This is an optimization exercise on Yosys and OpenROAD, whose aim is small area, a short achievable clock period and few clock cycles per item, not a production implementation. In this exercise RTL edits were held to simulation tests only and were not proved equivalent to the original. Power figures rest on the tool's default switching activity, not on a simulated workload.

## flow/design.v (module list and top-level ports; edited modules follow where they fit)
// module mmult: 1809 lines
// module fa: 4 lines
// module mul3: 3 lines
// module sel2: 3 lines
// module sel3: 3 lines
module mmult(
  input  clk,                  
  input  reset_n,              
  input  enable,               
  input  [0:9*8-1] A_mat,      
  input  [0:9*8-1] B_mat,      
  output valid,                
  output reg [0:9*17-1] C_mat  
);
  // ...
==> flow/flow/run.sh <==
#!/bin/bash
# The standard layout, with the smallest buffer on each port and a clock tree
# without dummy loads.
set -euo pipefail
bash standard.sh BUFFER_PORTS_ARGS="-buffer_cell sky130_fd_sc_hd__buf_1" \
  CTS_ARGS="-sink_clustering_enable -repair_clock_nets -dont_use_dummy_load -buf_list sky130_fd_sc_hd__clkbuf_8" \
  finish > standard.log 2>&1
==> flow/standard.sh <==
#!/bin/bash
# synth_recipe.tcl (not shown) runs the flow's synth.tcl, then flattens the netlist and writes it again
# the make line also repeats each setting of config.mk as NAME=value (left out here)
make -C /OpenROAD-flow-scripts/flow DESIGN_CONFIG=/design/flow/config.mk WORK_HOME=/design/flow/orfs CLKGATE_MAP_FILE= SYNTH_SCRIPT=/design/flow/synth_recipe.tcl "${@:-finish}"
==> flow/config.mk <==
export PLATFORM = sky130hd
export DESIGN_NAME = mmult
export DESIGN_NICKNAME = mmult
export VERILOG_FILES = /design/flow/design.v
export SDC_FILE = /design/flow/constraint.sdc
export NUM_CORES = 4
export LEC_CHECK = 0
export CAP_MARGIN = 5
export CORE_MARGIN = 2
export CORE_UTILIZATION = 55
export PLACE_DENSITY = 0.7
export SLEW_MARGIN = 5
export SYNTH_HIERARCHICAL = 1
export SYNTH_MINIMUM_KEEP_SIZE = 0
==> flow/constraint.sdc <==
create_clock -name core_clock -period 90.0 [get_ports {clk}]
set_input_delay 18.0000 -clock core_clock [delete_from_list [all_inputs] [get_ports {clk}]]
set_output_delay 18.0000 -clock core_clock [all_outputs]
set_load 0.01 [all_outputs]
==> results.toml, run 1 <==
[run_status]
status = "no timing/DRC/antenna violations"

[sta]
skew_ns = 0.0337
drv_slew = 0
holdWs_ns = 0.708
period_needed_ns = 25.34
setup_viol = 0

[yosys]
synth_xor_xnor_area_share_pct = 2.63
synth-compound-area-share_pct = 24.8
synthTopCellsByArea = "fa_1, edfxtp_1, a222oi_1, a22oi_2, ha_1"
async_reset_ff_share_pct = 1.92
yosys.area.top_type = "fa_1"
synth_area_per_cell_um2 = 13.2

[routing]
route.detailed.wl_per_inst_um = 27.0
highest_layer = "met4"

[final_layout]
buffer_area_share_pct = 7.04
finalInstanceArea_um2 = 19700
layout_commonest_cell = "buf_1"
multi_input_area_share_pct = 63.7
final_cell_mix = "buf_1, fa_1, a222oi_1"
antenna_cells = 3
final_util_pct = 62.5

[worst_setup_path]
worstSetupEndpoint = "C_mat[136]"
cp-end-kind = "flip-flop"
critical_path.cell_chain = "buf_1 -> a222oi_1 -> inv_1 -> ha_1 -> fa_1 -> a222oi_1 -> fa_1 -> fa_1 -> fa_1 -> fa_1 -> fa_1 -> fa_1 -> fa_1 -> inv_1 -> ha_1 -> nor4b_1 -> a31oi_1 -> o21ba_2 -> a311oi_1"
cpMaxStageDelayCell = "fa_1"
worst-path-stages = 19

[clock_tree]
clock_sinks = 156
cts_made_buffers = 17
clk_latency_ns = 0.50
clkSlewWorstSetupHoldPaths_ns = 0.09

[hold_path]
holdCritStartpoint = "row[0]"
hold_path_class = "reg -> reg"
hold_depth = 1

[power]
pwr-share-seq_pct = 59.3
clkPwrFrac_pct = 31.2
pwr-share-comb_pct = 9.4

[global_routing]
grt_start_max_net_pins = 52
globalRouteOverflowTotal = 0

[floorplan]
rows = 65
core_um2 = 31600
Testbench counts, summed over its fixed seeds: cycles 1,600, mults 320.
==> inputs of run 2 (changes only) <==
--- a/flow/config.mk
+++ b/flow/config.mk
@@ -8,6 +8,6 @@
 export CAP_MARGIN = 5
 export CORE_MARGIN = 2
-export CORE_UTILIZATION = 55
-export PLACE_DENSITY = 0.7
+export CORE_UTILIZATION = 35
+export PLACE_DENSITY = 0.45
 export SLEW_MARGIN = 5
 export SYNTH_HIERARCHICAL = 1
==> run 2 against run 1 <==
  * Still clean
  * Sequential cell count stayed put
  * Synthesized cell count stayed put
  * Synthesized area stayed put
  * Sequential share of layout area is 0.44 points lower
  * Fmax is 1.2% higher
==> results.toml, run 2 <==
[run_status]
status = "no timing/DRC/antenna violations"

[routing]
drt-total-wl_um = 64300
dr.pass1.iters = 15
ant_nets = 0
route.detailed.wl_per_inst_um = 27.4
route.detailed.drc = 0
via_count = 14800
viasPerCell = 6.29
drtIter0Drc = 3356

[yosys]
yosys.area.top_type = "fa_1"
synth_nets = 1822
synth.most_common_cell = "fa_1"
synth_flop_cell = "edfxtp_1"
netlist_area_um2 = 17600
synth_area_per_cell_um2 = 13.2
synth_cells = 1336
synth_top_area_share_pct = 32.4
synth_seq_cells = 156
synth_cell_types = 51
ys_seq_area_share_pct = 26.5
yosys_warnings = 7
async_reset_ff_share_pct = 1.92
synthTopCellsByArea = "fa_1, edfxtp_1, a222oi_1, a22oi_2, ha_1"
yosys-top-cells-count = "fa_1, a222oi_1, edfxtp_1"
synth-edff-count = 153

[final_layout]
largestRegisters = "C_mat x153, row x3"
largest_reg_flops = 153
drive_gt1_share_pct = 9.30
fin_cells = 2349
seqCellArea_um2 = 4670
n_fill_cell = 4847
final_cell_mix = "buf_1, fa_1, a222oi_1"
multi_input_area_um2 = 12600
antenna_cells = 0
area_growth_syn_to_layout_pct = 14.0
layout_commonest_cell = "buf_1"
regMostFlops = "C_mat"
fin_nets = 2165

[clock_tree]
clk_latency_ns = 0.54
cts_made_buffers = 17
root_buffer = "clkbuf_8"
cts.path.max_buffers = 2
clkSlewWorstSetupHoldPaths_ns = 0.09
clock_sinks = 156
cts_tree = "yes"
cts_max_level = 4
post_cts_resized = 0
hold_buffers = 0
post-cts-setup-buffer-count = 0

[worst_setup_path]
cp.arrival_ns = 25.36
ff2ff_path_depth = 19
r2r_slack_ns = 81.53
critPathKind = "in -> reg"
critPathRequiredTime_ns = 90.32
worstPathMaxFanout = 26
regToRegStartpoint = "row[1]"
cp-end-kind = "flip-flop"
timing.rr.end = "C_mat[136]"
start_kind = "input port"

[power]
p_switching_uw = 33.9
pwr-share-comb_pct = 9.5
pwr-share-seq_pct = 59.6
switching_share_pct = 25.8
leakage_nw = 4.87
pwr_density_cell_nw_per_um2 = 6.55
ir_worst_vdd_uv = 6.19
clkPwrFrac_pct = 30.9
p_int_uw = 97.7

[global_routing]
grt_use_total_pct = 24.8
grt_start_max_net_pins = 38
grt_pass1_vias = 15300
grt_pass1_wl_um = 96200
globalRouteOverflowTotal = 0
antenna_found_initial = 0

[floorplan]
core_um2 = 50000
die_w_um = 228
start_util_pct = 35.3
die_h_um = 228
rows = 82
num_io_pins = 301
die-area_um2 = 52200

[sta]
finalWorstSetupSlack_ns = 64.96
tightest_slew_ns = 1.14
drv_slew = 0
skew_ns = 0.0346
finalHoldViolCount = 0
tns_ns = 0
fin_crit_sh_pct = 27.8
fmaxAchievable_ghz = 0.0399
period_needed_ns = 25.04
setup_viol = 0
rsz0062_at_grt = "no"
max_slew_margin_pct = 23.9

[hold_path]
holdCritStartpoint = "row[0]"
hold_path_class = "reg -> reg"
min_to = "row[0]"
hold_depth = 1

[place]
io_buffer_count = 300
dpl.cell_count = 2332
gp_congestion = 0.846
dp_slack_ns = 64.51
hpwl_um = 47300

[job]
max_cap_violations = 0
[run 2: cell counts after synthesis]
Identical to the previous run, type by type.
[run 2: power groups by stage]
stage	combinational, mW	clock, mW	sequential (mW)
floorplan	0.00599	0	0.0801
global placement	0.0118	0	0.0801
detailed placement	0.0118	0	0.0801
CTS	0.0118	0.0433	0.0784
global route	0.0133	0.0455	0.0784
finish	0.0125	0.0407	0.0785
[run 2: layer usage]
metal / share of wire [%] / vias up / global-route usage, %
met3: 11 / 89 / 6.44
met2: 48 / 1003 / 39.6
li1: - / 6269 / -
met1: 39 / 7412 / 33.6
met4: 2.5 / 0 / 6.66
met5: 0 / - / 0.368
[run 2: area by class of cell]
class / instances / share of cell area, %
inverter: 94 / 1.75
multi-input combinational: 1071 / 62.6
tap: 672 / 4.18
clock buffer: 17 / 1.16
sequential: 156 / 23.2
timing repair buffer: 339 / 7.06
[run 2: worst max-delay path, stage by stage]
cell      delay (ns)
buf_1           0.07
a222oi_1        0.33
inv_1           0.56
ha_1            0.59
a21o_1          0.22
a21oi_2         0.18
o21ai_1         0.15
xnor2_2         0.81
a222oi_1        0.31
fa_1            0.64
fa_1            0.43
fa_1            0.39
fa_1            0.47
fa_1            0.52
inv_1           0.04
ha_1            0.30
nor4b_1         0.44
a31oi_1         0.27
o21ba_2         0.30
a311oi_1        0.33
[run 2: metrics by stage]
| step | total power, mW | util [%] | area, µm² | hold slack, ns |
|---|---|---|---|---|
| 3_3_place_gp | 0.0918 | 39.8 | 19900 | 0.708 |
| 4_1_cts | 0.134 | 40.2 | 20100 | 0.738 |
| 3_5_place_dp | 0.0918 | 39.8 | 19900 | 0.727 |
| 6_report | 0.132 | 40.2 | 20100 | 0.732 |
| 2_1_floorplan | 0.0860 | - | 17600 | 0.751 |
| 5_1_grt | 0.137 | 40.2 | 20100 | 0.772 |
[run 2: worst max path at each step]
stage | end | start | slack (ns) | cells past startpoint
final | C_mat[136] | A_mat[3] | 64.96 | 20
after global routing | C_mat[136] | A_mat[3] | 64.57 | 20
after CTS | C_mat[136] | A_mat[3] | 65.13 | 21
after detailed placement | C_mat[136] | A_mat[3] | 64.51 | 21
after global placement | C_mat[136] | A_mat[3] | 64.57 | 21
after floorplan | C_mat[136] | A_mat[7] | 65.42 | 21
[run 2: cells by family after synthesis]
group / share of synthesized area [%]
muxes: 0.128
AOI/OAI and AO/OA: 24.8
buffers and inverters: 2.38
adders and majority gates: 36.2
DFF: 26.5
and+or+nand+nor: 7.36
xor gates and xnor gates: 2.63
[run 2: per-module statistics from Yosys (local to each module, per instance)]
module | cells inside | times used | flops+latches | cell area (µm²)
mmult | 601 | 1 | 156 | 7510
mul3 | 43 | 3 | 0 | 353
fa | 1 | 282 | 0 | 20.0
sel2 | 1 | 72 | 0 | 12.5
sel3 | 1 | 252 | 0 | 10.0
==> inputs of run 3 (changes only) <==
==> flow/flow/run.sh (replaced) <==
#!/bin/bash
# The standard layout, with the smallest buffer on each port, a clock tree
# without dummy loads, and timing repair that aims for 65 ns of setup slack
# (a period near 25 ns) instead of stopping at any positive slack.
set -euo pipefail
bash standard.sh BUFFER_PORTS_ARGS="-buffer_cell sky130_fd_sc_hd__buf_1" \
  CTS_ARGS="-sink_clustering_enable -repair_clock_nets -dont_use_dummy_load -buf_list sky130_fd_sc_hd__clkbuf_8" \
  SETUP_SLACK_MARGIN=65 \
  finish > standard.log 2>&1
--- a/flow/config.mk
+++ b/flow/config.mk
@@ -8,6 +8,6 @@
 export CAP_MARGIN = 5
 export CORE_MARGIN = 2
-export CORE_UTILIZATION = 35
-export PLACE_DENSITY = 0.45
+export CORE_UTILIZATION = 55
+export PLACE_DENSITY = 0.7
 export SLEW_MARGIN = 5
 export SYNTH_HIERARCHICAL = 1
==> run 3 against run 2 <==
  * Final area down 1.1%
  * Highest routed layer unchanged
  * Synthesized area stayed put
  * First-iteration DRC count up 40%
==> results.toml, run 3 <==
[yosys]
netlist_area_um2 = 17600
synth_top_area_share_pct = 32.4
synth_cell_types = 51
synth_area_per_cell_um2 = 13.2
synthTopCellsByArea = "fa_1, edfxtp_1, a222oi_1, a22oi_2, ha_1"
yosys.area.top_type = "fa_1"
async_reset_ff_share_pct = 1.92
synth_seq_cells = 156
yosys_warnings = 7
synth_nets = 1822
ys_seq_area_share_pct = 26.5
synth_flop_cell = "edfxtp_1"
yosys-top-cells-count = "fa_1, a222oi_1, edfxtp_1"
synth.most_common_cell = "fa_1"
synth_cells = 1336
synth-edff-count = 153

[worst_setup_path]
critical_path.cell_chain = "buf_1 -> a222oi_1 -> bufinv_8 -> ha_1 -> fa_1 -> a222oi_1 -> fa_1 -> fa_1 -> fa_1 -> fa_1 -> fa_1 -> fa_1 -> fa_1 -> or3_1 -> o31ai_4 -> a21oi_1 -> o221ai_1 -> a311oi_1"
cpMaxStageDelayCell = "fa_1"
crit_top_cell = "fa_1"
critPathKind = "in -> reg"
critPathRequiredTime_ns = 90.16
cp-end-kind = "flip-flop"
slowest_delay_ns = 1.01
cp.arrival_ns = 24.85
start_kind = "input port"
worstPathMaxFanout = 27

[final_layout]
fin_nets = 2173
finalInstanceArea_um2 = 19900
layout_commonest_cell = "buf_1"
largest_reg_flops = 153
regMostFlops = "C_mat"
fin_cells = 2090
area_growth_syn_to_layout_pct = 12.8
final_cell_mix = "buf_1, fa_1, a222oi_1"
largestRegisters = "C_mat x153, row x3"
drive_gt1_share_pct = 10.5

[clock_tree]
clkSlewWorstSetupHoldPaths_ns = 0.07
cts_max_level = 4
cts_made_buffers = 17
cts.path.max_buffers = 2
cts_tree = "yes"
clock_sinks = 156
root_buffer = "clkbuf_8"
hold_buffers = 0
clk_latency_ns = 0.49

[sta]
fin_crit_sh_pct = 27.4
drv_slew = 0
setup_viol = 0
rsz0062_at_grt = "no"
fmaxAchievable_ghz = 0.0405
finalHoldViolCount = 0
skew_ns = 0.0302
max_slew_margin_pct = 26.8
holdWs_ns = 0.705
finalWorstSetupSlack_ns = 65.31
tightest_slew_ns = 1.10
period_needed_ns = 24.69
tns_ns = 0

[routing]
route.detailed.wl_per_inst_um = 27.2
route.detailed.drc = 0
ant_nets = 0
via_count = 15400
dr.pass1.iters = 22
viasPerCell = 7.36
drt-total-wl_um = 56800
drtIter0Drc = 4686

[place]
place_area_um2 = 19500
io_buffer_count = 300
dpl.cell_count = 2058
gp_congestion = 0.970
dp_slack_ns = 64.46
hpwl_um = 39700

[power]
pwr_density_cell_nw_per_um2 = 6.63
ir_worst_vdd_uv = 9.12
leakage_nw = 4.86

[floorplan]
die_h_um = 183
core_um2 = 31600
start_util_pct = 55.9
die_w_um = 183
rows = 65
num_io_pins = 301
die-area_um2 = 33500

[global_routing]
antenna_found_initial = 3
grt_pass1_vias = 15600
grt_use_total_pct = 34.0
globalRouteOverflowTotal = 0
grt_start_max_net_pins = 52
grt_pass1_wl_um = 86600

[run_status]
status = "no timing/DRC/antenna violations"

[job]
max_cap_violations = 0

[hold_path]
hold_path_class = "reg -> reg"
## run 3: cell counts after synthesis
Identical to the previous run, type by type.
## run 3: worst paths after layout
check,startpoint,to,slack (ns),cells past startpoint
min in group asynchronous,reset_n,row[1],17.33,1
max in group asynchronous,reset_n,row[0],72.44,1
min,row[0],row[0],0.71,1
max reg2reg,row[0],C_mat[119],82.25,19
max,A_mat[22],C_mat[119],65.31,18
min reg2reg,row[0],row[0],0.71,1
## run 3: layout make-up
type | instances | area (µm²)
Multi-Input combinational cell | 1071 | 12600
Fill cell | 2516 | 11700
Sequential cell | 156 | 4670
Timing Repair Buffer | 344 | 1460
Tap cell | 402 | 503
Inverter | 94 | 378
Clock buffer | 17 | 234
Timing Repair inverter | 3 | 15.0
Antenna cell | 3 | 7.51
## run 3: critical path: cells and delay by family
kind | cells | cell delay, ns
adder cells (fa/ha/maj) | 9 | 4.32
AO/OA/AOI/OAI | 6 | 1.67
buffers and inverters | 2 | 0.43
AND/OR/NAND/NOR | 1 | 0.41
## run 3: modules after synthesis, one instance, submodules excluded
module / cells inside / flip-flops and latches
mul3: 43 / 0
sel2: 1 / 0
sel3: 1 / 0
fa: 1 / 0
mmult: 601 / 156
## run 3: metrics by stage
stage               power [mW]  utilization (%)
floorplan               0.0860                -
global placement        0.0913             61.8
detailed placement      0.0916             61.8
CTS                      0.132             62.6
global route             0.136             63.0
finish                   0.132             63.0
## run 3: power by group
part | total [mW] | leakage (nW) | internal, mW | switching [mW]
registers | 0.0784 | 1.09 | 0.0784 | 0
logic | 0.0124 | 3.65 | 0.00266 | 0.00978
clock network | 0.0410 | 0.122 | 0.0167 | 0.0244
total | 0.132 | 4.86 | 0.0978 | 0.0341
## run 3: kinds of logic after synthesis
family          Yosys count  synth area share (%)
compound gates          447                  24.8
fa+ha+maj               339                  36.2
simple gates            230                  7.36
flops                   156                  26.5
buf+inv                 109                  2.38
xor+xnor                 53                  2.63
mux                       2                 0.128
## run 3: what timing repair did
| item | 4_1_cts | 5_1_grt |
|---|---|---|
| pin swaps | 1 | 4 |
| buffers inserted | 2 | 7 |
| setup endpoints to repair | 3 | 37 |
| cloned | 1 | 2 |
| resized for setup | 2 | 16 |
## run 3: metal layers
metal	global-route usage, %	wire, µm
met1	44.9	19900
met2	51.7	25200
met3	9.11	8230
met4	18.5	3370
met5	0	0

==> afterwards: timing with drivers on the ports <==
The results above use ideal ports. As a check the final layouts listed here were re-extracted and re-timed, cells and wires unchanged. Step 1: set_driving_cell puts a clkbuf_16 on clk and a buf_2 on each other input, an assumption about the parent block. Step 2, shift: input delay + t, output delay - t, t = (earliest + latest rising clock arrival at the registers) / 2. This alone moves slack from input paths to output paths. a / b / c = ideal / step 1 / step 2; a / b = the first two.
run	t, ns	slack for setup (ns)	slew at the worst register clock pin (ns)
run 1	0.520	64.655 / 64.682 / 64.162	0.11 / 0.11
run 2	0.574	64.959 / 64.991 / 64.418	0.10 / 0.10
run 3	0.520	65.313 / 65.347 / 64.827	0.11 / 0.11
After both steps setup and hold are still met in every run listed. The setup slack of run 2, which loses most, moves by +0.032 ns with the drivers and by -0.541 ns with both steps.
